What follows belongs to an exercise in optimizing a design on an open flow for a short achievable clock period and few clock cycles; a production flow would make more cautious choices.
Where RTL was checked, it was by simulation tests only, not by an equivalence proof against the original.
For runs 3 and 4, only the layout was checked, not whether the RTL still works.
Power and IR drop assume default switching activity.

==> flow/design.v <==
module adder
  #(parameter Width = 32)
  ( input [Width-1:0] in1,
    input [Width-1:0] in2,
    output [Width-1:0] out
  );
  assign out = in1 + in2;
endmodule
module alu
  #(parameter Width = 32)
  ( input [Width-1:0] in1, in2,
    input [5:0] aluop,
    output reg [Width-1:0] out,
    output reg zero
  );
  parameter OPR_ADD = 6'b100000;
  parameter OPR_SUB = 6'b100010;
  always @(in1, in2, aluop)
  begin
    case(aluop)
    OPR_ADD : out = in1 + in2;
    OPR_SUB : out = in1 - in2;
    default : out = 0;
    endcase
    zero = out == 0;
  end
endmodule
module bitdemux
  #(parameter LogNum = 3)
  ( input i,
    input [LogNum - 1:0] s,
    output reg [2**LogNum-1:0] o
  );
  parameter Num = 2**LogNum;
  always @(i, s)
  begin : switch_block
    integer k;
    for(k = 0; k < Num; k = k + 1)
      o[k] = (k == s) ? i : 0;
  end
endmodule
module left_shifter #(parameter LogWidth = 5) (
  input[2**LogWidth-1:0] in,
  input[LogWidth-1:0] shamt,
  output[2**LogWidth-1:0] out
);
  assign out = in << shamt;
endmodule
module mux2
  #(parameter Width = 32)
  ( input [Width-1:0] i0, i1,
    input s,
    output [Width-1:0] o
  );
  assign o = (s ? i1 : i0);
endmodule
module mux8
  #(parameter Width = 32)
  ( input [Width-1:0] i0, i1, i2, i3, i4, i5, i6, i7,
    input [2:0] s,
    output reg [Width-1:0] o
  );
  always @(s, i0, i1, i2, i3, i4, i5, i6, i7)
    case(s)
    3'd0: o = i0;
    3'd1: o = i1;
    3'd2: o = i2;
    3'd3: o = i3;
    3'd4: o = i4;
    3'd5: o = i5;
    3'd6: o = i6;
    3'd7: o = i7;
    default: o = 0;
    endcase
endmodule
module register
  #(parameter Width = 32)
  ( input [Width-1:0] in,
    output reg [Width-1:0] out,
    input load, clock, reset
  );
  always @(posedge clock, posedge reset)
    if(reset) out <= 0;
    else if(load) out <= in;
endmodule
module register_file
  ( input [4:0] raddr1, raddr2, waddr,
    input [31:0] wdata,
    input write, clock, reset,
    output [31:0] rdata1, rdata2
  );
  wire [7:0] l;
  wire [31:0] rout0, rout1, rout2, rout3, rout4, rout5, rout6, rout7;
  bitdemux bdm(.i(write), .s(waddr[2:0]), .o(l));
  register r0(.in(wdata), .out(rout0), .load(l[0]), .clock(clock), .reset(reset));
  register r1(.in(wdata), .out(rout1), .load(l[1]), .clock(clock), .reset(reset));
  register r2(.in(wdata), .out(rout2), .load(l[2]), .clock(clock), .reset(reset));
  register r3(.in(wdata), .out(rout3), .load(l[3]), .clock(clock), .reset(reset));
  register r4(.in(wdata), .out(rout4), .load(l[4]), .clock(clock), .reset(reset));
  register r5(.in(wdata), .out(rout5), .load(l[5]), .clock(clock), .reset(reset));
  register r6(.in(wdata), .out(rout6), .load(l[6]), .clock(clock), .reset(reset));
  register r7(.in(wdata), .out(rout7), .load(l[7]), .clock(clock), .reset(reset));
  mux8 m1(
    .i0(rout0),
    .i1(rout1),
    .i2(rout2),
    .i3(rout3),
    .i4(rout4),
    .i5(rout5),
    .i6(rout6),
    .i7(rout7),
    .s(raddr1[2:0]),
    .o(rdata1)
  );
  mux8 m2(
    .i0(rout0),
    .i1(rout1),
    .i2(rout2),
    .i3(rout3),
    .i4(rout4),
    .i5(rout5),
    .i6(rout6),
    .i7(rout7),
    .s(raddr2[2:0]),
    .o(rdata2)
  );
endmodule
module sign_ext #(parameter src = 16, dest = 32)
(
    input [src-1:0] in,
    output [dest-1:0] out
);
    assign out = { {(dest-src){in[src-1]}}, in};
endmodule
module zero_ext #(parameter src = 16, dest = 32)
(
    input [src-1:0] in,
    output [dest-1:0] out
);
    assign out = { {(dest-src){1'b0}}, in};
endmodule
module op_aut (
  input clock, reset,
  input pc_load,
  input rd_mux_s,
  input write,
  input op2_mux_s,
  input[5:0] alu_funct,
  input branch_mux_s,
  input j_mux_s,
  output[31:0] imem_addr,
  input[31:0] imem_data,
  output rf_we,
  output[2:0] rf_waddr,
  output[31:0] rf_wdata,
  output[5:0] opcode,
  output[5:0] funct,
  output zero
);
  wire[31:0] pc_out, pc_adder_out,
             instruction;
  wire[4:0] rs, rt, rd, rd_mux_out;
  wire[15:0] imm;
  wire[25:0] j_imm;
  wire[31:0] rdata1, rdata2, imm_data, imm_shifted, op2_data, alu_result;
  wire[31:0] branch_adder_out, branch_result;
  wire[31:0] j_imm_data, j_imm_shifted;
  wire[31:0] new_pc;
  register pc(.in(new_pc), .out(pc_out), .load(pc_load), .clock(clock), .reset(reset));
  adder pc_adder(.in1(pc_out), .in2(32'h04), .out(pc_adder_out));
  assign imem_addr = pc_out;
  assign instruction = imem_data;
  assign opcode = instruction[31:26];
  assign funct = instruction[5:0];
  assign rs = instruction[25:21];
  assign rt = instruction[20:16];
  assign rd = instruction[15:11];
  assign imm = instruction[15:0];
  assign j_imm = instruction[25:0];
  mux2 #(.Width(5)) rd_mux(.i0(rt), .i1(rd), .s(rd_mux_s), .o(rd_mux_out));
  assign rf_we = write;
  assign rf_waddr = rd_mux_out[2:0];
  assign rf_wdata = alu_result;
  register_file regs(.raddr1(rs), .raddr2(rt), .waddr(rd_mux_out), .wdata(alu_result),
                     .write(write), .clock(clock), .reset(reset),
                     .rdata1(rdata1), .rdata2(rdata2));
  sign_ext #(.src(16), .dest(32)) imm_ext(.in(imm), .out(imm_data));
  mux2 op2_mux(.i0(rdata2), .i1(imm_data), .s(op2_mux_s), .o(op2_data));
  alu alu_inst(.in1(rdata1), .in2(op2_data), .aluop(alu_funct), .out(alu_result), .zero(zero));
  left_shifter imm_shifter(.in(imm_data), .shamt(5'b00010), .out(imm_shifted));
  adder branch_adder(.in1(pc_adder_out), .in2(imm_shifted), .out(branch_adder_out));
  mux2 branch_mux(.i0(pc_adder_out), .i1(branch_adder_out), .s(branch_mux_s), .o(branch_result));
  zero_ext #(.src(26), .dest(32)) j_imm_ext(.in(j_imm), .out(j_imm_data));
  left_shifter j_imm_shifter(.in(j_imm_data), .shamt(5'b00010), .out(j_imm_shifted));
  mux2 j_mux(.i0(branch_result), .i1(j_imm_shifted), .s(j_mux_s), .o(new_pc));
endmodule
module fsm (
  input clock, reset,
  input [5:0] opcode,
  input [5:0] funct,
  input zero,
  output reg pc_load,
  output reg write,
  output reg [5:0] alu_funct,
  output reg rd_mux_s, op2_mux_s, branch_mux_s, j_mux_s
);
  reg[2:0] state;
  parameter IF = 3'd0;
  parameter ID = 3'd1;
  parameter EX = 3'd2;
  parameter MA = 3'd3;
  parameter WB = 3'd4;
  parameter OP_R = 6'b000000;
  parameter OP_ADDI = 6'b001000;
  parameter OP_BEQ = 6'b000100;
  parameter OP_J = 6'b000010;
  parameter OPR_ADD = 6'b100000;
  parameter OPR_SUB = 6'b100010;
  always @(posedge clock, posedge reset)
  begin
    if (reset)
    begin
      state <= IF;
      pc_load <= 0;
      write <= 0;
      alu_funct <= 0;
      rd_mux_s <= 1;
      op2_mux_s <= 0;
      branch_mux_s <= 0;
      j_mux_s <= 0;
    end
    else
    begin
      case (state)
      IF:
      begin
        pc_load <= 0;
        write <= 0;
        alu_funct <= 0;
        rd_mux_s <= 1;
        op2_mux_s <= 0;
        branch_mux_s <= 0;
        j_mux_s <= 0;
        state <= ID;
      end
      ID:
      begin
        case (opcode)
        OP_R:
        begin
          alu_funct <= funct;
          state <= EX;
        end
        OP_ADDI:
        begin
          alu_funct <= OPR_ADD;
          rd_mux_s <= 0;
          op2_mux_s <= 1;
          state <= EX;
        end
        OP_BEQ:
        begin
          alu_funct <= OPR_SUB;
          rd_mux_s <= 1;
          state <= EX;
        end
        OP_J:
        begin
          j_mux_s <= 1;
          pc_load <= 1;
          state <= IF;
        end
        endcase
      end
      EX:
      begin
        case (opcode)
        OP_R, OP_ADDI: state <= WB;
        OP_BEQ:
        begin
          branch_mux_s <= zero;
          pc_load <= 1;
          state <= IF;
        end
        endcase
      end
      MA:;
      WB:
      begin
        write <= 1;
        pc_load <= 1;
        state <= IF;
      end
      default: state <= IF;
      endcase
    end
  end
endmodule
module mips_mc (
  input clock,
  input reset,
  output [31:0] imem_addr,
  input [31:0] imem_data,
  output rf_we,
  output [2:0] rf_waddr,
  output [31:0] rf_wdata
);
  reg [29:0] pc_q;                  
  reg        v_d;                   
  reg [31:0] ir_d;
  reg [29:0] pcp1_d;                
  reg [31:0] a_e, b_e;
  reg        sub_e, we_e;
  reg [2:0]  wa_e;
  reg        we_w;
  reg [2:0]  wa_w;
  reg [31:0] wd_w;
  reg [31:0] rf [0:7];
  wire [31:0] bx_e  = b_e ^ {32{sub_e}};
  wire [31:0] alu_e = a_e + bx_e + {31'd0, sub_e};
  wire [5:0]  op_d  = ir_d[31:26];
  wire        isr_d = (op_d == 6'b000000);
  wire        isi_d = (op_d == 6'b001000);
  wire        isb_d = (op_d == 6'b000100);
  wire [5:0]  fn_d  = ir_d[5:0];
  wire        fadd_d = (fn_d == 6'b100000);
  wire        fsub_d = (fn_d == 6'b100010);
  wire        zero_d = isr_d & ~fadd_d & ~fsub_d;    
  wire [2:0]  rs_d = ir_d[23:21];
  wire [2:0]  rt_d = ir_d[18:16];
  wire [2:0]  rd_d = ir_d[13:11];
  wire [31:0] sext_d = {{16{ir_d[15]}}, ir_d[15:0]};
  wire [31:0] rfa_d = (we_w && wa_w == rs_d) ? wd_w : rf[rs_d];
  wire [31:0] rfb_d = (we_w && wa_w == rt_d) ? wd_w : rf[rt_d];
  wire        depa_d = we_e && (wa_e == rs_d);
  wire        depb_d = we_e && (wa_e == rt_d);
  wire [31:0] opa_d = depa_d ? alu_e : rfa_d;
  wire [31:0] opb_d = depb_d ? alu_e : rfb_d;
  function sum_eq(input [31:0] a, input [31:0] b, input cin, input [31:0] c);
    reg [31:0] nc, x, y, z;
    begin
      nc = ~c;
      x = a ^ b ^ nc;
      y = (a & b) | (a & nc) | (b & nc);
      z = {y[30:0], cin};
      sum_eq = &(x ^ z);
    end
  endfunction
  wire eq_d = (rs_d == rt_d) ? 1'b1 :
              depa_d ? sum_eq(a_e, bx_e, sub_e, rfb_d) :
              depb_d ? sum_eq(a_e, bx_e, sub_e, rfa_d) :
              (rfa_d == rfb_d);
  wire        taken_d  = v_d & isb_d & eq_d;
  wire [29:0] target_d = pcp1_d + {{14{ir_d[15]}}, ir_d[15:0]};
  wire        isj_f  = (imem_data[31:26] == 6'b000010);
  wire [29:0] pcp1_f = pc_q + 30'd1;
  wire [29:0] pc_n   = taken_d ? target_d :
                       isj_f   ? {4'b0000, imem_data[25:0]} : pcp1_f;
  assign imem_addr = {pc_q, 2'b00};
  assign rf_we     = we_w;
  assign rf_waddr  = wa_w;
  assign rf_wdata  = wd_w;
  integer k;
  always @(posedge clock, posedge reset) begin
    if (reset) begin
      pc_q   <= 30'd0;
      v_d    <= 1'b0;
      ir_d   <= 32'd0;
      pcp1_d <= 30'd0;
      a_e    <= 32'd0;
      b_e    <= 32'd0;
      sub_e  <= 1'b0;
      we_e   <= 1'b0;
      wa_e   <= 3'd0;
      we_w   <= 1'b0;
      wa_w   <= 3'd0;
      wd_w   <= 32'd0;
      for (k = 0; k < 8; k = k + 1) rf[k] <= 32'd0;
    end else begin
      pc_q   <= pc_n;
      v_d    <= ~taken_d & ~isj_f;
      ir_d   <= imem_data;
      pcp1_d <= pcp1_f;
      a_e   <= zero_d ? 32'd0 : opa_d;
      b_e   <= isi_d ? sext_d : zero_d ? 32'd0 : opb_d;
      sub_e <= isr_d & fsub_d;
      we_e  <= v_d & (isr_d | isi_d);
      wa_e  <= isr_d ? rd_d : rt_d;
      we_w <= we_e;
      wa_w <= wa_e;
      wd_w <= alu_e;
      if (we_w) rf[wa_w] <= wd_w;
    end
  end
endmodule
==> flow/run.sh <==
#!/bin/bash
# synth_recipe.tcl (not shown) runs the flow's synth.tcl, then flattens the netlist and writes it again
# the make line also repeats each setting of config.mk as NAME=value (left out here)
make -C /OpenROAD-flow-scripts/flow DESIGN_CONFIG=/design/flow/config.mk WORK_HOME=/design/flow/orfs CLKGATE_MAP_FILE= SYNTH_SCRIPT=/design/flow/synth_recipe.tcl finish
==> flow/config.mk <==
export PLATFORM = sky130hd
export DESIGN_NAME = mips_mc
export DESIGN_NICKNAME = mips_mc
export VERILOG_FILES = /design/flow/design.v
export SDC_FILE = /design/flow/constraint.sdc
export NUM_CORES = 4
export LEC_CHECK = 0
export CAP_MARGIN = 20
export CORE_MARGIN = 2
export CORE_UTILIZATION = 40
export SLEW_MARGIN = 20
==> flow/constraint.sdc <==
create_clock -name core_clock -period 9.0 [get_ports {clock}]
set_input_delay 1.8000 -clock core_clock [delete_from_list [all_inputs] [get_ports {clock}]]
set_output_delay 1.8000 -clock core_clock [all_outputs]
set_load 0.01 [all_outputs]
==> results of run 1 <==
[area by class of cell]
class	instances	area [sq um]	share of cell area
Timing Repair Buffer	145	1380	0.0436
Antenna cell	1	2.50	0.0000792
Inverter	132	499	0.0158
Sequential cell	450	11300	0.357
Clock inverter	21	292	0.00923
Tap cell	940	1180	0.0372
Multi-Input combinational cell	1967	15600	0.494
Clock buffer	66	1350	0.0427
[worst max-delay path: cells and delay by family, from the launching register on]
family / cells / cell delay, ns
compound gates: 4 / 1.03
simple gates: 6 / 1.79
mux: 1 / 0.37
fa+ha+maj: 1 / 0.53
buf+inv: 3 / 1.41
xor+xnor: 1 / 0.15
flops: 1 / 0.96
[sequential cells by signal (all words and copies together), names as in the netlist]
signal and cells:
sub_e 1, b_e 32, ir_d 28, wd_w 32
wa_w 3, v_d 1, rf 256, we_e 1
a_e 32, pcp1_d 30, we_w 1, pc_q 30
wa_e 3
[stage by stage]
step / util / instances / cell area [sq um]
finish: 0.452 / 3722 / 31600
global route: 0.452 / 3721 / 31600
CTS: 0.451 / 3719 / 31500
detailed placement: 0.428 / 3632 / 29900
global placement: 0.428 / 3632 / 29900
floorplan: - / 2743 / 28200
[per-layer routing]
layer	up-vias	part of all wire
li1	9809	-
met1	11315	0.42
met2	1076	0.45
met3	248	0.087
met4	2	0.040
met5	-	0.00019
[cells in the final DEF, fill, tap and decap left out, drive strengths merged, types with 39 or more instances in the layout]
cell,count
buf,46
ha,61
o21ai,155
inv,134
mux2,242
xor2,102
a21oi,110
nor2,142
nand2,201
o22ai,81
clkbuf,66
a221oi,39
xnor2,122
dfrtp,450
clkdlybuf4s50,99
mux2i,190
fa,64
[power by group]
group          total, mW  internal [mW]  switching, mW
combinational       1.68          0.745          0.930
clock               2.11           1.23          0.881
sequential          2.57           2.25          0.321
total               6.36           4.23           2.13
[cell families after synthesis]
| logic type | share of synthesized area |
|---|---|
| adders and majority gates | 0.0725 |
| xor gates and xnor gates | 0.0695 |
| buffers and inverters | 0.0491 |
| and+or+nand+nor | 0.0904 |
| other | 0.000133 |
| AOI/OAI and AO/OA | 0.149 |
| muxes | 0.170 |
| DFF | 0.399 |
[path summary, 6_finish.rpt]
check                      startpoint       end  slack [ns]
min in group asynchronous       reset   ir_d[1]        1.59
max in group asynchronous       reset  ir_d[22]        5.56
max reg2reg                  ir_d[18]  pc_q[21]        2.50
max                          ir_d[18]  pc_q[21]        2.50
min reg2reg                   wa_e[0]   wa_w[0]        0.45
min                           wa_e[0]   wa_w[0]        0.45
==> impl_metrics.toml, run 1 <==
[finish]
syn_to_final_growth_pct = 11.9
nets = 2904
fill_cells = 6606
drive_above_1_share = 0.149

[synth]
synth_seq_area_share = 0.399
ys_seq_elements = 450
synth_top_area_frac = 0.399
synth_largest_area_cell = "dfrtp_1"
syn-instance-count = 2742
synthTopCellsByCount = "dfrtp_1 (450), mux2_2 (237), nand2_1 (201)"
synth_cell_types = 82
synth_edf_count = 0
synth.avg_cell_area_sq_um = 10.3
ys_warn_count = 2
yosysMostFrequentCell = "dfrtp_1"
synth_flop_cell = "dfrtp_1"
async_flop_share = 1.00
syn-cell-area_sq_mm = 0.0282
synth_area_leaders = "dfrtp_1 (40%), mux2_2 (9.5%), mux2i_1 (6.7%)"

[run_status]
status = "finished clean"

[worst_setup_path]
cp_cell_sequence = "inv_1 -> nand3_1 -> buf_4 -> nor2_1 -> or3_1 -> o21ai_0 -> fa_1 -> xnor2_1 -> nor4_1 -> nand4_1 -> nor4_1 -> a21oi_1 -> a31oi_1 -> o21ai_4 -> buf_4 -> mux2_4"
endpoint_kind = "register"
arrival_ns = 6.99
reg2regPathDepth = 16
crit_required_ns = 9.49
crit_type = "register to register"
critPathMaxFanout = 57
worst_setup_path_start_kind = "register"
worst_path_max_delay_cell = "dfrtp_4"
cp_slowest_stage_delay_ns = 0.96

[drt]
via_per_inst = 6.03
via_count = 22450
dr.pass1.iters = 8
drtIter0Drc = 2495
wl_per_cell_microns = 26.1
drtAntennaViolNets = 0
drt_wl_total_microns = 97000
drc_errors = 0

[clocking]
clockBufferDepth = 3
cts_root_buffer = "clkbuf_16"
cts_resized = 0
postCtsHoldBufs = 0
cts_buffers = 49
htree_levels = 2
cts_setup_buffers = 0
cts.sinks = 450
cts_tree = "done"
cts.clk_slew.worst_paths_ns = 0.06
clk_latency_ns = 0.61

[min_path]
hold_path.class = "register to register"
holdPathStages = 0

[grt]
grt-busiest-layer = "met2"
grt.total_usage = 0.262
grt.met2_usage = 0.408
grt_pass1_vias = 22501
met3_usage = 0.0533
use_met1 = 0.360
grt_pass1_wl_microns = 146000
grt-ovfl-total = 0
grt_max_degree = 186
antenna_found_initial = 1

[timing]
slew_viol_final = 0
relSlewSlack = 0.278
final.setup_skew_ns = 0.0149
rsz0062_at_grt = "no"
setup_viol = 0
hold_ws_ns = 0.454
final.setup.tns_ns = 0
max_freq_ghz = 0.154
finalWorstSetupSlack_ns = 2.50
min_period_over_period = 0.722
hold_violations = 0
worstMarginPinSlew_ns = 1.06
fin_crit_ns = 6.50

[floorplanning]
start_util = 0.404
die_h_microns = 270
core_area_sq_mm = 0.0699
dieWidth_microns = 270
dieArea_sq_mm = 0.0727
rows = 97
num_io_pins = 102

[power_and_ir_drop]
power_mw = 6.36
max-vdd-ir-drop_mv = 0.146
power.density_mw_per_mm2 = 201
p_leak_nw = 14.4

[placed_design]
gp_congestion = 0.924
port_buffers = 99
place_hpwl_microns = 67800
post-place-ws_ns = 2.57

[run]
drv_cap = 0
Testbench counts, summed over its fixed seeds: cycles 29,823.
==> run 2, diff against run 1 <==
==> flow/flow/run.sh (new file) <==
#!/bin/bash
# Standard ORFS layout, with repair_timing aiming past the 9 ns clock.
cp standard.sh standard.sh.txt 2>/dev/null
export SETUP_SLACK_MARGIN=6.3
bash standard.sh > standard.log 2>&1
==> flow/standard.sh (new file) <==
#!/bin/bash
# synth_recipe.tcl (not shown) runs the flow's synth.tcl, then flattens the netlist and writes it again
# the make line also repeats each setting of config.mk as NAME=value (left out here)
make -C /OpenROAD-flow-scripts/flow DESIGN_CONFIG=/design/flow/config.mk WORK_HOME=/design/flow/orfs CLKGATE_MAP_FILE= SYNTH_SCRIPT=/design/flow/synth_recipe.tcl "${@:-finish}"
--- a/flow/config.mk
+++ b/flow/config.mk
@@ -5,6 +5,7 @@
 export SDC_FILE = /design/flow/constraint.sdc
 export NUM_CORES = 4
 export LEC_CHECK = 0
+export ABC_CLOCK_PERIOD_IN_PS = 2700
 export CAP_MARGIN = 20
 export CORE_MARGIN = 2
 export CORE_UTILIZATION = 40
removed: flow/run.sh
==> impl_metrics.toml, run 2 <==
[floorplanning]
num_io_pins = 102
die_h_microns = 270
core_area_sq_mm = 0.0699
dieArea_sq_mm = 0.0727
start_util = 0.404
rows = 97
dieWidth_microns = 270

[synth]
syn-cell-area_sq_mm = 0.0282
synth.avg_cell_area_sq_um = 10.3
synth_top_area_frac = 0.399
synth_largest_area_cell = "dfrtp_1"
synth_flop_cell = "dfrtp_1"
yosysMostFrequentCell = "dfrtp_1"
synth_seq_area_share = 0.399
ys_seq_elements = 450
synth_cell_types = 82
ys_warn_count = 2
async_flop_share = 1.00
synth_area_leaders = "dfrtp_1 (40%), mux2_2 (9.5%), mux2i_1 (6.7%)"
synth_edf_count = 0
syn-instance-count = 2742
synthTopCellsByCount = "dfrtp_1 (450), mux2_2 (237), nand2_1 (201)"

[timing]
fin_crit_ns = 4.57
relSlewSlack = 0.354
max_freq_ghz = 0.219
slew_viol_final = 0
hold_violations = 0
worstMarginPinSlew_ns = 0.966
final.setup_skew_ns = 0.0221
rsz0062_at_grt = "yes"
min_period_over_period = 0.508
setup_viol = 0
final.setup.tns_ns = 0

[placed_design]
port_buffers = 99
place_hpwl_microns = 67000
placed_cell_area_sq_mm = 0.0302
gp_congestion = 0.960

[finish]
regArea_sq_mm = 0.0113
nets = 3222
drive_above_1_share = 0.358
syn_to_final_growth_pct = 32.2
fill_cells = 6032
n_antenna_cell = 0
final_common_cell = "dfrtp_1"
final_area_sq_mm = 0.0373
final_cell_mix = "dfrtp_1 (402), mux2_2 (236), buf_4 (234)"
largest_register_ffs = 256
largest-register = "rf"
multi_input_area_sq_mm = 0.0178

[grt]
grt_pass1_wl_microns = 166000
grt_pass1_vias = 25018
grt_max_degree = 81
grt.total_usage = 0.302
antenna_found_initial = 3
grt-ovfl-total = 0

[clocking]
cts_tree = "done"
cts.clk_slew.worst_paths_ns = 0.06
htree_levels = 2
postCtsHoldBufs = 0
cts_buffers = 50
cts.sinks = 450
clockBufferDepth = 3
cts_root_buffer = "clkbuf_16"
clk_latency_ns = 0.62

[worst_setup_path]
crit_type = "register to register"
cp_cell_sequence = "inv_1 -> buf_12 -> o21ai_0 -> o221ai_1 -> o22ai_2 -> a21o_1 -> inv_1 -> fa_1 -> xnor2_2 -> nor4_1 -> nand4_1 -> or4_4 -> a31oi_4 -> o21ai_4 -> buf_12 -> mux2_1"
worst_setup_path_start_kind = "register"
arrival_ns = 5.07
critPathMaxFanout = 11
cp_slowest_stage_delay_ns = 0.53
worst_path_max_delay_cell = "dfrtp_4"
regToRegEndpoint = "pc_q[0]"
reg2regPathDepth = 16
rr_startpoint = "ir_d[21]"
crit_required_ns = 9.50
endpoint_kind = "register"
r2r_setup_slack_ns = 4.43

[drt]
drt_wl_total_microns = 112000
drtAntennaViolNets = 0
wl_per_cell_microns = 27.8
dr.pass1.iters = 6
drtIter0Drc = 3236
via_count = 25051
drc_errors = 0
via_per_inst = 6.19

[min_path]
worstHoldEndpoint = "wa_w[1]"
min_from = "wa_e[1]"
holdPathStages = 0
hold_path.class = "register to register"

[power_and_ir_drop]
p_leak_nw = 17.1
max-vdd-ir-drop_mv = 0.209
power.density_mw_per_mm2 = 185

[run_status]
status = "finished clean"

[run]
drv_cap = 0
==> run 2: cell counts after synthesis <==
No cell type changed its count.
==> run 2: worst max-delay path, delay by kind of cell (launching register included) <==
| kind | cells | cell delay [ns] |
|---|---|---|
| fa+ha+maj | 1 | 0.50 |
| simple gates | 3 | 0.93 |
| compound gates | 6 | 1.36 |
| mux | 1 | 0.31 |
| xor+xnor | 1 | 0.20 |
| flops | 1 | 0.53 |
| buf+inv | 4 | 0.60 |
==> run 2: worst max-delay path by stage <==
stage	start	endpoint	slack [ns]	depth (start not counted)
final	ir_d[21]	pc_q[0]	4.43	16
after global placement	ir_d[17]	pc_q[0]	2.84	15
after floorplan	reset	a_e[0]	1.11	1
after detailed placement	ir_d[17]	pc_q[0]	2.86	16
after CTS	ir_d[22]	pc_q[0]	4.55	16
after global routing	ir_d[21]	pc_q[0]	4.24	16
==> run 2: cells by family (layout without fill, tap and decap cells) <==
| family | count (synthesis) | in the layout | share of synthesized area |
|---|---|---|---|
| buffers and inverters | 326 | 684 | 0.0491 |
| flip-flops | 450 | 450 | 0.399 |
| adder cells (fa/ha/maj) | 125 | 125 | 0.0725 |
| AND/OR/NAND/NOR | 554 | 558 | 0.0904 |
| AO/OA/AOI/OAI | 623 | 623 | 0.149 |
| other | 1 | 2 | 0.000133 |
| XOR/XNOR | 224 | 224 | 0.0695 |
| multiplexers | 439 | 439 | 0.170 |
==> run 2: through the flow <==
stage / power (mW) / hold slack (ns) / setup slack (ns) / utilization / std cells
floorplan: 3.62 / 0.386 / 1.11 / - / 2743
global placement: 4.21 / 0.434 / 2.84 / 0.431 / 3632
detailed placement: 4.24 / 0.418 / 2.86 / 0.431 / 3632
CTS: 6.77 / 0.447 / 4.55 / 0.521 / 3993
global route: 7.18 / 0.467 / 4.24 / 0.534 / 4045
finish: 6.90 / 0.456 / 4.43 / 0.534 / 4045
==> run 2: routing by layer <==
layer / track usage / part of all wire / wire length (microns)
met5: 0 / 0.00012 / 13
met4: 0.139 / 0.055 / 6170
met2: 0.452 / 0.43 / 48400
met3: 0.0792 / 0.11 / 11900
met1: 0.411 / 0.41 / 45900
==> run 2: cell type report <==
type / instances / area share
Clock inverter: 24 / 0.00637
Timing Repair inverter: 2 / 0.000335
Timing Repair Buffer: 456 / 0.128
Inverter: 132 / 0.0135
Tap cell: 940 / 0.0315
Clock buffer: 70 / 0.0391
Multi-Input combinational cell: 1971 / 0.477
Sequential cell: 450 / 0.304
==> run 2: repair_timing <==
action,CTS,global route
gates cloned,23,1
setup endpoints to repair,599,441
pin swaps,100,52
setup buffers,244,51
gates resized for setup,728,95
==> run 2: where the power goes <==
| part | internal, mW | total [mW] | switching (mW) |
|---|---|---|---|
| clock | 1.22 | 2.13 | 0.912 |
| sequential | 2.26 | 2.48 | 0.215 |
| combinational | 1.04 | 2.29 | 1.25 |
| total | 4.52 | 6.90 | 2.38 |
==> run 3, diff against run 2 <==
--- a/flow/design.v
+++ b/flow/design.v
@@ -305,91 +305,16 @@
   output [2:0] rf_waddr,
   output [31:0] rf_wdata
 );
-  reg [29:0] pc_q;                  
-  reg        v_d;                   
-  reg [31:0] ir_d;
-  reg [29:0] pcp1_d;                
-  reg [31:0] a_e, b_e;
-  reg        sub_e, we_e;
-  reg [2:0]  wa_e;
-  reg        we_w;
-  reg [2:0]  wa_w;
-  reg [31:0] wd_w;
-  reg [31:0] rf [0:7];
-  wire [31:0] bx_e  = b_e ^ {32{sub_e}};
-  wire [31:0] alu_e = a_e + bx_e + {31'd0, sub_e};
-  wire [5:0]  op_d  = ir_d[31:26];
-  wire        isr_d = (op_d == 6'b000000);
-  wire        isi_d = (op_d == 6'b001000);
-  wire        isb_d = (op_d == 6'b000100);
-  wire [5:0]  fn_d  = ir_d[5:0];
-  wire        fadd_d = (fn_d == 6'b100000);
-  wire        fsub_d = (fn_d == 6'b100010);
-  wire        zero_d = isr_d & ~fadd_d & ~fsub_d;    
-  wire [2:0]  rs_d = ir_d[23:21];
-  wire [2:0]  rt_d = ir_d[18:16];
-  wire [2:0]  rd_d = ir_d[13:11];
-  wire [31:0] sext_d = {{16{ir_d[15]}}, ir_d[15:0]};
-  wire [31:0] rfa_d = (we_w && wa_w == rs_d) ? wd_w : rf[rs_d];
-  wire [31:0] rfb_d = (we_w && wa_w == rt_d) ? wd_w : rf[rt_d];
-  wire        depa_d = we_e && (wa_e == rs_d);
-  wire        depb_d = we_e && (wa_e == rt_d);
-  wire [31:0] opa_d = depa_d ? alu_e : rfa_d;
-  wire [31:0] opb_d = depb_d ? alu_e : rfb_d;
-  function sum_eq(input [31:0] a, input [31:0] b, input cin, input [31:0] c);
-    reg [31:0] nc, x, y, z;
-    begin
-      nc = ~c;
-      x = a ^ b ^ nc;
-      y = (a & b) | (a & nc) | (b & nc);
-      z = {y[30:0], cin};
-      sum_eq = &(x ^ z);
-    end
-  endfunction
-  wire eq_d = (rs_d == rt_d) ? 1'b1 :
-              depa_d ? sum_eq(a_e, bx_e, sub_e, rfb_d) :
-              depb_d ? sum_eq(a_e, bx_e, sub_e, rfa_d) :
-              (rfa_d == rfb_d);
-  wire        taken_d  = v_d & isb_d & eq_d;
-  wire [29:0] target_d = pcp1_d + {{14{ir_d[15]}}, ir_d[15:0]};
-  wire        isj_f  = (imem_data[31:26] == 6'b000010);
-  wire [29:0] pcp1_f = pc_q + 30'd1;
-  wire [29:0] pc_n   = taken_d ? target_d :
-                       isj_f   ? {4'b0000, imem_data[25:0]} : pcp1_f;
-  assign imem_addr = {pc_q, 2'b00};
-  assign rf_we     = we_w;
-  assign rf_waddr  = wa_w;
-  assign rf_wdata  = wd_w;
-  integer k;
-  always @(posedge clock, posedge reset) begin
-    if (reset) begin
-      pc_q   <= 30'd0;
-      v_d    <= 1'b0;
-      ir_d   <= 32'd0;
-      pcp1_d <= 30'd0;
-      a_e    <= 32'd0;
-      b_e    <= 32'd0;
-      sub_e  <= 1'b0;
-      we_e   <= 1'b0;
-      wa_e   <= 3'd0;
-      we_w   <= 1'b0;
-      wa_w   <= 3'd0;
-      wd_w   <= 32'd0;
-      for (k = 0; k < 8; k = k + 1) rf[k] <= 32'd0;
-    end else begin
-      pc_q   <= pc_n;
-      v_d    <= ~taken_d & ~isj_f;
-      ir_d   <= imem_data;
-      pcp1_d <= pcp1_f;
-      a_e   <= zero_d ? 32'd0 : opa_d;
-      b_e   <= isi_d ? sext_d : zero_d ? 32'd0 : opb_d;
-      sub_e <= isr_d & fsub_d;
-      we_e  <= v_d & (isr_d | isi_d);
-      wa_e  <= isr_d ? rd_d : rt_d;
-      we_w <= we_e;
-      wa_w <= wa_e;
-      wd_w <= alu_e;
-      if (we_w) rf[wa_w] <= wd_w;
-    end
-  end
+  wire pc_load, write, rd_mux_s, op2_mux_s, branch_mux_s, j_mux_s, zero;
+  wire [5:0] opcode, funct, alu_funct;
+  op_aut op_aut_inst(.clock(clock), .reset(reset), .pc_load(pc_load),
+                     .rd_mux_s(rd_mux_s), .write(write), .op2_mux_s(op2_mux_s),
+                     .alu_funct(alu_funct), .branch_mux_s(branch_mux_s), .j_mux_s(j_mux_s),
+                     .imem_addr(imem_addr), .imem_data(imem_data),
+                     .rf_we(rf_we), .rf_waddr(rf_waddr), .rf_wdata(rf_wdata),
+                     .opcode(opcode), .funct(funct), .zero(zero));
+  fsm fsm_inst(.clock(clock), .reset(reset),
+               .opcode(opcode), .funct(funct), .zero(zero),
+               .pc_load(pc_load), .write(write), .alu_funct(alu_funct),
+               .rd_mux_s(rd_mux_s), .op2_mux_s(op2_mux_s), .branch_mux_s(branch_mux_s), .j_mux_s(j_mux_s));
 endmodule
==> flow/run.sh (new file) <==
#!/bin/bash
# synth_recipe.tcl (not shown) runs the flow's synth.tcl, then flattens the netlist and writes it again
# the make line also repeats each setting of config.mk as NAME=value (left out here)
make -C /OpenROAD-flow-scripts/flow DESIGN_CONFIG=/design/flow/config.mk WORK_HOME=/design/flow/orfs CLKGATE_MAP_FILE= SYNTH_SCRIPT=/design/flow/synth_recipe.tcl finish
--- a/flow/config.mk
+++ b/flow/config.mk
@@ -5,7 +5,6 @@
 export SDC_FILE = /design/flow/constraint.sdc
 export NUM_CORES = 4
 export LEC_CHECK = 0
-export ABC_CLOCK_PERIOD_IN_PS = 2700
 export CAP_MARGIN = 20
 export CORE_MARGIN = 2
 export CORE_UTILIZATION = 40
removed: flow/flow/run.sh
removed: flow/standard.sh
==> impl_metrics.toml, run 3 <==
[run_status]
status = "finished clean"

[drt]
wl_per_cell_microns = 23.0
via_per_inst = 5.86
drc_errors = 0
via_count = 19520
drt_wl_total_microns = 76500
dr.pass1.iters = 5
drtIter0Drc = 1674
drtAntennaViolNets = 0

[worst_setup_path]
crit_family = "compound AO/OA/AOI/OAI gates"
crit_required_ns = 7.20
worst_setup_path_start_kind = "input port"
path_buf_inv = 7
crit_type = "input port to output pin"
endpoint_kind = "output pin"
worst_path_max_delay_cell = "clkdlybuf4s50_1"
cp_cell_sequence = "clkbuf_4 -> buf_12 -> and2b_1 -> a221oi_1 -> o22ai_1 -> o21ai_0 -> inv_1 -> ha_1 -> a21oi_1 -> inv_1 -> fa_1 -> nor2b_1 -> o31ai_1 -> a211oi_1 -> a21o_1 -> nand3b_1 -> o311ai_2 -> buf_4 -> a31oi_1 -> xnor2_1 -> nand2_1 -> inv_1 -> clkdlybuf4s50_1"
cp_slowest_stage_delay_ns = 0.53
path_common_cell = "inv_1"
critPathMaxFanout = 20
arrival_ns = 6.98

[floorplanning]
core_area_sq_mm = 0.0511
num_io_pins = 102
dieWidth_microns = 231
rows = 83
die_h_microns = 231
dieArea_sq_mm = 0.0532
start_util = 0.402

[clocking]
cts_root_buffer = "clkbuf_16"
cts.clk_slew.worst_paths_ns = 0.05
postCtsHoldBufs = 0
clockBufferDepth = 3
cts.sinks = 301
clk_latency_ns = 0.57
cts_buffers = 37
cts_tree = "done"
htree_levels = 2

[placed_design]
gp_congestion = 0.977
place_hpwl_microns = 55100
dp.cells = 3257
post-place-ws_ns = 0.0339
placed_cell_area_sq_mm = 0.0233
port_buffers = 99

[timing]
rsz0062_at_grt = "yes"
min_period_over_period = 0.975
max_freq_ghz = 0.114
setup_viol = 0
finalWorstSetupSlack_ns = 0.224
fin_crit_ns = 8.78
final.setup.tns_ns = 0
hold_violations = 0
final.setup_skew_ns = 0.0265
worstMarginPinSlew_ns = 1.26
slew_viol_final = 0
relSlewSlack = 0.153

[synth]
synth.avg_cell_area_sq_um = 8.41
syn-cell-area_sq_mm = 0.0206
synth_cell_types = 92
yosysMostFrequentCell = "nand2_1"
synth_largest_area_cell = "dfrtp_1"
synth_top_area_frac = 0.365
synth_flop_cell = "dfrtp_1"
synth_area_leaders = "dfrtp_1 (37%), o21ai_0 (8.4%), nand2_1 (7.0%)"
ys_seq_elements = 301
ys_warn_count = 5
synthTopCellsByCount = "nand2_1 (386), o21ai_0 (347), dfrtp_1 (300)"
synth_edf_count = 0
synth_seq_area_share = 0.366
syn-instance-count = 2443
async_flop_share = 1.00

[power_and_ir_drop]
max-vdd-ir-drop_mv = 0.125
power.density_mw_per_mm2 = 244
p_leak_nw = 11.1
power_mw = 6.04

[finish]
drive_above_1_share = 0.144
syn_to_final_growth_pct = 20.6
instances_no_fill = 3329
final_area_sq_mm = 0.0248
final_cell_mix = "nand2_1 (378), o21ai_0 (345), dfrtp_1 (300)"
fill_cells = 4931
final_common_cell = "nand2_1"
multi_input_area_sq_mm = 0.0121
nets = 2718
regArea_sq_mm = 0.00753

[grt]
grt.met2_usage = 0.466
grt_max_degree = 157
antenna_found_initial = 1
grt-busiest-layer = "met2"
grt_pass1_vias = 19053
met3_usage = 0.0498
grt_pass1_wl_microns = 117000
grt.total_usage = 0.285
use_met1 = 0.375
grt-ovfl-total = 0

[run]
drv_cap = 0

[min_path]
hold_path.class = "register to register"
[run 3: cell count changes in the layout (fill, tap and decap cells not counted), sizes merged, moves of 50 or more]
cell,change
fa,-62
xor2,-74
o21ai,+198
xnor2,-50
mux2i,-109
buf,-210
nand2,+184
dfrtp,-150
mux2,-196
clkdlybuf4s50,+57
[run 3: metal layers]
metal	part of all wire	up-vias
li1	-	9115
met2	0.46	767
met5	0	-
met3	0.068	163
met4	0.041	0
met1	0.43	9475
[run 3: cell type report]
type	count	share of cell area
repair buffers	294	0.104
multi-input cells	1882	0.488
clock buffers	53	0.0451
clock inverters	14	0.00848
diodes	1	0.000101
inverters	104	0.0159
flip-flops and latches	301	0.304
well taps	680	0.0343
[run 3: tightest hold or removal path: stages, from the launching register on]
cell     delay (ns)
dfrtp_1        0.34
nand2_1        0.04
o21ai_0        0.06
[run 3: through the flow]
| step | utilization | hold WS (ns) |
|---|---|---|
| floorplan | - | 0.450 |
| global placement | 0.455 | 0.465 |
| detailed placement | 0.455 | 0.474 |
| CTS | 0.481 | 0.487 |
| global route | 0.485 | 0.524 |
| finish | 0.485 | 0.481 |
[run 3: path summary, 6_finish.rpt]
| kind | start | to | slack (ns) | cells after the start |
|---|---|---|---|---|
| min | op_aut_inst.regs.r1.out[18] | op_aut_inst.regs.r1.out[18] | 0.48 | 2 |
| max | imem_data[16] | rf_wdata[28] | 0.22 | 23 |
| max in group asynchronous | reset | op_aut_inst.regs.r0.out[14] | 5.81 | 3 |
| min in group asynchronous | reset | fsm_inst.alu_funct[4] | 1.76 | 2 |
| min reg2reg | op_aut_inst.regs.r1.out[18] | op_aut_inst.regs.r1.out[18] | 0.48 | 2 |
| max reg2reg | fsm_inst.alu_funct[0] | fsm_inst.branch_mux_s | 3.07 | 22 |
[run 3: cell families after synthesis]
| kind of cell | synth area share |
|---|---|
| flip-flops | 0.366 |
| AND/OR/NAND/NOR | 0.170 |
| XOR/XNOR | 0.0430 |
| buffers and inverters | 0.0517 |
| AO/OA/AOI/OAI | 0.240 |
| other | 0.000182 |
| adder cells (fa/ha/maj) | 0.0397 |
| multiplexers | 0.0891 |
[run 3: what timing repair did]
| action | 4_1_cts | 5_1_grt |
|---|---|---|
| buffers inserted | 0 | 3 |
| cloned | 0 | 1 |
| endpoints found under the setup margin | 1 | 10 |
| pin swaps | 0 | 6 |
| gates resized for setup | 1 | 32 |
[run 3: report_power, final]
group	total, mW	leakage, nW	switching [mW]	internal (mW)
clock network	1.63	0.647	0.623	1.01
registers	1.56	4.13	0.123	1.44
logic	2.85	6.36	1.61	1.24
==> run 4, diff against run 3 <==
--- a/flow/design.v
+++ b/flow/design.v
@@ -305,16 +305,137 @@
   output [2:0] rf_waddr,
   output [31:0] rf_wdata
 );
-  wire pc_load, write, rd_mux_s, op2_mux_s, branch_mux_s, j_mux_s, zero;
-  wire [5:0] opcode, funct, alu_funct;
-  op_aut op_aut_inst(.clock(clock), .reset(reset), .pc_load(pc_load),
-                     .rd_mux_s(rd_mux_s), .write(write), .op2_mux_s(op2_mux_s),
-                     .alu_funct(alu_funct), .branch_mux_s(branch_mux_s), .j_mux_s(j_mux_s),
-                     .imem_addr(imem_addr), .imem_data(imem_data),
-                     .rf_we(rf_we), .rf_waddr(rf_waddr), .rf_wdata(rf_wdata),
-                     .opcode(opcode), .funct(funct), .zero(zero));
-  fsm fsm_inst(.clock(clock), .reset(reset),
-               .opcode(opcode), .funct(funct), .zero(zero),
-               .pc_load(pc_load), .write(write), .alu_funct(alu_funct),
-               .rd_mux_s(rd_mux_s), .op2_mux_s(op2_mux_s), .branch_mux_s(branch_mux_s), .j_mux_s(j_mux_s));
+  reg [29:0] pc_q;                  
+  reg        v_d;                   
+  reg        vb_d;                  
+  reg        same_d;                
+  reg        isi_d, sub_d, wr_d;
+  reg [2:0]  wa_d;
+  reg [7:0]  sa_d, sb_d;            
+  reg        swa_d, swb_d;          
+  reg        depa_d, depb_d;        
+  reg [15:0] imm_d;
+  reg [29:0] pcp1_d;                
+  reg [31:0] a_e, b_e;
+  reg        sub_e, we_e;
+  reg [2:0]  wa_e;
+  reg        we_w;
+  reg [2:0]  wa_w;
+  reg [31:0] wd_w;
+  reg [31:0] rf [0:7];
+  wire [31:0] bx_e  = b_e ^ {32{sub_e}};
+  wire [31:0] alu_e = a_e + bx_e + {31'd0, sub_e};
+  reg [31:0] rfa_d, rfb_d;
+  integer i;
+  always @* begin
+    rfa_d = {32{swa_d}} & wd_w;
+    rfb_d = {32{swb_d}} & wd_w;
+    for (i = 0; i < 8; i = i + 1) begin
+      rfa_d = rfa_d | ({32{sa_d[i]}} & rf[i]);
+      rfb_d = rfb_d | ({32{sb_d[i]}} & rf[i]);
+    end
+  end
+  wire [31:0] sext_d = {{16{imm_d[15]}}, imm_d};
+  wire [31:0] opa_d = depa_d ? alu_e : rfa_d;
+  wire [31:0] opb_d = depb_d ? alu_e : rfb_d;
+  function sum_eq(input [31:0] a, input [31:0] b, input cin, input [31:0] c);
+    reg [31:0] nc, x, y, z;
+    begin
+      nc = ~c;
+      x = a ^ b ^ nc;
+      y = (a & b) | (a & nc) | (b & nc);
+      z = {y[30:0], cin};
+      sum_eq = &(x ^ z);
+    end
+  endfunction
+  wire eq_d = same_d |
+              (depa_d & sum_eq(a_e, bx_e, sub_e, rfb_d)) |
+              (depb_d & sum_eq(a_e, bx_e, sub_e, rfa_d)) |
+              (~depa_d & ~depb_d & (rfa_d == rfb_d));
+  wire        taken_d  = vb_d & eq_d;
+  wire [29:0] target_d = pcp1_d + {{14{imm_d[15]}}, imm_d};
+  wire [5:0]  op_f  = imem_data[31:26];
+  wire        isr_f = (op_f == 6'b000000);
+  wire        isi_f = (op_f == 6'b001000);
+  wire        isb_f = (op_f == 6'b000100);
+  wire        isj_f = (op_f == 6'b000010);
+  wire [5:0]  fn_f  = imem_data[5:0];
+  wire        fadd_f = (fn_f == 6'b100000);
+  wire        fsub_f = (fn_f == 6'b100010);
+  wire        zero_f = isr_f & ~fadd_f & ~fsub_f;    
+  wire [2:0]  rs_f = imem_data[23:21];
+  wire [2:0]  rt_f = imem_data[18:16];
+  wire [2:0]  rd_f = imem_data[13:11];
+  wire        ua_f = ~zero_f;                        
+  wire        ub_f = ~zero_f & ~isi_f;               
+  wire        wa_hit_f = we_e & (wa_e == rs_f);
+  wire        wb_hit_f = we_e & (wa_e == rt_f);
+  wire        wr_now_d = v_d & wr_d;
+  wire        ea_hit_f = wr_now_d & (wa_d == rs_f);
+  wire        eb_hit_f = wr_now_d & (wa_d == rt_f);
+  wire [29:0] pcp1_f = pc_q + 30'd1;
+  wire [29:0] pc_n   = taken_d ? target_d :
+                       isj_f   ? {4'b0000, imem_data[25:0]} : pcp1_f;
+  assign imem_addr = {pc_q, 2'b00};
+  assign rf_we     = we_w;
+  assign rf_waddr  = wa_w;
+  assign rf_wdata  = wd_w;
+  integer k;
+  always @(posedge clock, posedge reset) begin
+    if (reset) begin
+      pc_q   <= 30'd0;
+      v_d    <= 1'b0;
+      vb_d   <= 1'b0;
+      same_d <= 1'b0;
+      isi_d  <= 1'b0;
+      sub_d  <= 1'b0;
+      wr_d   <= 1'b0;
+      wa_d   <= 3'd0;
+      sa_d   <= 8'd0;
+      sb_d   <= 8'd0;
+      swa_d  <= 1'b0;
+      swb_d  <= 1'b0;
+      depa_d <= 1'b0;
+      depb_d <= 1'b0;
+      imm_d  <= 16'd0;
+      pcp1_d <= 30'd0;
+      a_e    <= 32'd0;
+      b_e    <= 32'd0;
+      sub_e  <= 1'b0;
+      we_e   <= 1'b0;
+      wa_e   <= 3'd0;
+      we_w   <= 1'b0;
+      wa_w   <= 3'd0;
+      wd_w   <= 32'd0;
+      for (k = 0; k < 8; k = k + 1) rf[k] <= 32'd0;
+    end else begin
+      pc_q   <= pc_n;
+      v_d    <= ~taken_d & ~isj_f;
+      vb_d   <= ~taken_d & isb_f;
+      same_d <= (rs_f == rt_f);
+      isi_d  <= isi_f;
+      sub_d  <= isr_f & fsub_f;
+      wr_d   <= isr_f | isi_f;
+      wa_d   <= isr_f ? rd_f : rt_f;
+      for (k = 0; k < 8; k = k + 1) begin
+        sa_d[k] <= ua_f & ~wa_hit_f & (rs_f == k);
+        sb_d[k] <= ub_f & ~wb_hit_f & (rt_f == k);
+      end
+      swa_d  <= ua_f & wa_hit_f;
+      swb_d  <= ub_f & wb_hit_f;
+      depa_d <= ua_f & ea_hit_f;
+      depb_d <= ub_f & eb_hit_f;
+      imm_d  <= imem_data[15:0];
+      pcp1_d <= pcp1_f;
+      a_e   <= opa_d;
+      b_e   <= opb_d | ({32{isi_d}} & sext_d);
+      sub_e <= sub_d;
+      we_e  <= v_d & wr_d;
+      wa_e  <= wa_d;
+      we_w <= we_e;
+      wa_w <= wa_e;
+      wd_w <= alu_e;
+      if (we_w) rf[wa_w] <= wd_w;
+    end
+  end
 endmodule
==> flow/flow/run.sh (new file) <==
#!/bin/bash
# Standard ORFS layout, with repair_timing aiming past the 9 ns clock.
cp standard.sh standard.sh.txt 2>/dev/null
export SETUP_SLACK_MARGIN=6.3
bash standard.sh > standard.log 2>&1
==> flow/standard.sh (new file) <==
#!/bin/bash
# synth_recipe.tcl (not shown) runs the flow's synth.tcl, then flattens the netlist and writes it again
# the make line also repeats each setting of config.mk as NAME=value (left out here)
make -C /OpenROAD-flow-scripts/flow DESIGN_CONFIG=/design/flow/config.mk WORK_HOME=/design/flow/orfs CLKGATE_MAP_FILE= SYNTH_SCRIPT=/design/flow/synth_recipe.tcl "${@:-finish}"
--- a/flow/config.mk
+++ b/flow/config.mk
@@ -5,6 +5,7 @@
 export SDC_FILE = /design/flow/constraint.sdc
 export NUM_CORES = 4
 export LEC_CHECK = 0
+export ABC_CLOCK_PERIOD_IN_PS = 2700
 export CAP_MARGIN = 20
 export CORE_MARGIN = 2
 export CORE_UTILIZATION = 40
removed: flow/run.sh
==> impl_metrics.toml, run 4 <==
[finish]
drive_above_1_share = 0.393
multi_input_area_sq_mm = 0.0155
syn_to_final_growth_pct = 33.5
regArea_sq_mm = 0.0117
instances_no_fill = 3518
nets = 2781
final_common_cell = "dfrtp_1"
fill_cells = 5469
largest-register = "rf"
final_area_sq_mm = 0.0348
largest_register_ffs = 256
final_cell_mix = "dfrtp_1 (421), mux2_2 (266), buf_4 (196)"

[synth]
synth.avg_cell_area_sq_um = 11.4
synth_cell_types = 71
yosysMostFrequentCell = "dfrtp_1"
async_flop_share = 1.00
ys_seq_elements = 466
syn-cell-area_sq_mm = 0.0261
synth_seq_area_share = 0.447
synth_largest_area_cell = "dfrtp_1"
syn-instance-count = 2296
synth_area_leaders = "dfrtp_1 (45%), mux2_2 (12%), fa_1 (4.9%)"
ys_warn_count = 2
synthTopCellsByCount = "dfrtp_1 (466), mux2_2 (274), inv_1 (134)"
synth_top_area_frac = 0.447
synth_edf_count = 0
synth_flop_cell = "dfrtp_1"

[grt]
grt_pass1_vias = 22113
grt_pass1_wl_microns = 142000
grt_max_degree = 127
grt.total_usage = 0.280
grt-ovfl-total = 0
antenna_found_initial = 0

[worst_setup_path]
worst_setup_path_start_kind = "register"
regToRegEndpoint = "pc_q[20]"
cp_cell_sequence = "buf_12 -> buf_4 -> a222oi_1 -> nand3_1 -> a221oi_4 -> inv_1 -> fa_1 -> xnor2_2 -> nor4_1 -> nand4_1 -> nor3_2 -> or3_4 -> a32oi_4 -> buf_6 -> clkbuf_16 -> mux2i_1"
r2r_setup_slack_ns = 4.98
crit_family = "compound AO/OA/AOI/OAI gates"
cp_slowest_stage_delay_ns = 0.53
arrival_ns = 4.56
path_buf_inv = 5
crit_required_ns = 9.55
reg2regPathDepth = 16
rr_startpoint = "sb_d[4]"
worst_path_max_delay_cell = "fa_1"
crit_type = "register to register"
critPathMaxFanout = 11
endpoint_kind = "register"

[drt]
drtIter0Drc = 2660
via_count = 21404
drt_wl_total_microns = 97500
via_per_inst = 6.08
dr.pass1.iters = 10
drc_errors = 0
wl_per_cell_microns = 27.7
drtAntennaViolNets = 0

[clocking]
cts_root_buffer = "clkbuf_16"
cts_buffers = 53
cts.clk_slew.worst_paths_ns = 0.06
clockBufferDepth = 3
htree_levels = 2
cts_tree = "done"
clk_latency_ns = 0.63
cts.sinks = 466
postCtsHoldBufs = 0

[placed_design]
dp.cells = 3143
placed_cell_area_sq_mm = 0.0283
port_buffers = 99
place_hpwl_microns = 57500
gp_congestion = 0.908

[power_and_ir_drop]
p_leak_nw = 16.5
power.density_mw_per_mm2 = 176
max-vdd-ir-drop_mv = 0.162

[timing]
rsz0062_at_grt = "yes"
max_freq_ghz = 0.249
hold_violations = 0
final.setup.tns_ns = 0
setup_viol = 0
worstMarginPinSlew_ns = 0.993
relSlewSlack = 0.338
min_period_over_period = 0.446
fin_crit_ns = 4.02
final.setup_skew_ns = 0.0293
slew_viol_final = 0

[floorplanning]
core_area_sq_mm = 0.0645
rows = 93
dieWidth_microns = 259
start_util = 0.405
die_h_microns = 259
num_io_pins = 102
dieArea_sq_mm = 0.0673

[run_status]
status = "finished clean"

[min_path]
min_from = "sub_d"
worstHoldEndpoint = "sub_e"
holdPathStages = 0
hold_path.class = "register to register"

[run]
drv_cap = 0
## run 4: how the worst max path moves through the flow
| stage | slack, ns | cells after the start | from | endpoint |
|---|---|---|---|---|
| floorplan | 0.89 | 1 | reset | a_e[0] |
| global placement | 4.08 | 14 | sb_d[6] | pc_q[0] |
| detailed placement | 4.00 | 14 | sb_d[2] | pc_q[4] |
| CTS | 5.09 | 14 | sa_d[1] | pc_q[22] |
| global route | 4.90 | 15 | sa_d[1] | v_d |
| finish | 4.98 | 16 | sb_d[4] | pc_q[20] |
## run 4: timing repair
action,in CTS,in global routing
hold endpoints to repair,0,0
cloned,9,5
endpoints found under the setup margin,635,196
resized for setup,636,124
setup buffers,200,65
pin swaps,72,75
## run 4: logic make-up (layout without fill, tap and decap cells)
kind of cell	after synthesis	count (layout)	synth area share
adders and majority gates	125	125	0.0784
muxes	338	338	0.143
other	1	3	0.000144
and+or+nand+nor	379	379	0.0724
DFF	466	466	0.447
AOI/OAI and AO/OA	477	477	0.140
xor gates and xnor gates	223	223	0.0751
buffers and inverters	287	652	0.0441
## run 4: per-layer routing
metal / GRT usage / wire length [microns] / vias up
met3: 0.0466 / 7900 / 287
met1: 0.369 / 39100 / 10930
li1: - / - / 9028
met4: 0.136 / 5180 / 0
met2: 0.449 / 45400 / 1159
met5: 0 / 0 / -
## run 4: final cells by class
| type | count | area share |
|---|---|---|
| Antenna cell | 1 | 0.0000718 |
| Clock buffer | 73 | 0.0431 |
| Clock inverter | 22 | 0.0107 |
| Inverter | 135 | 0.0149 |
| Multi-Input combinational cell | 1544 | 0.445 |
| Sequential cell | 466 | 0.336 |
| Tap cell | 855 | 0.0307 |
| Timing Repair Buffer | 420 | 0.118 |
| Timing Repair inverter | 2 | 0.000287 |
## run 4: power breakdown
group | internal, mW | switching, mW
sequential | 2.25 | 0.0992
clock | 1.42 | 0.939
combinational | 0.638 | 0.765
total | 4.31 | 1.80
## run 4: through the flow
stage	power, mW	setup WS, ns	hold WS [ns]	utilization
after floorplan	3.20	0.891	0.331	-
after global placement	3.60	4.08	0.334	0.439
after detailed placement	3.62	4.00	0.350	0.439
after CTS	6.07	5.09	0.364	0.521
after global routing	6.37	4.90	0.369	0.540
final	6.12	4.98	0.361	0.540

what the ideal ports hide:
No port has a modelled driver above. Below, the same layouts with a new extraction and two added sets of constraints. Step 1: set_driving_cell puts a clkbuf_16 on clock and a buf_2 on each other input, an assumption about the parent block. Step 2 adds t to the input delays and takes it off the output delays; t is the mean of the earliest and latest rising clock arrival at the registers after step 1. Input paths then give back, and output paths get back, about the clock's delay inside the block. Slacks: ideal / step 1 / step 2; pairs: ideal / step 1.
run	t, ns	slack for setup (ns)	latest minus earliest clock arrival (ns)	pins driven straight from the clock port
run 1	0.663	2.498 / 2.498 / 2.498	0.015 / 0.015	1
run 2	0.676	4.427 / 4.427 / 4.427	0.023 / 0.023	1
run 3	0.615	0.224 / 0.154 / 0.154	0.026 / 0.027	1
run 4	0.682	4.985 / 4.985 / 4.985	0.030 / 0.030	1
After both steps every run listed still meets setup and hold. For run 3, which loses most, drivers alone change the setup slack by -0.070 ns; drivers and shift together by -0.070 ns.
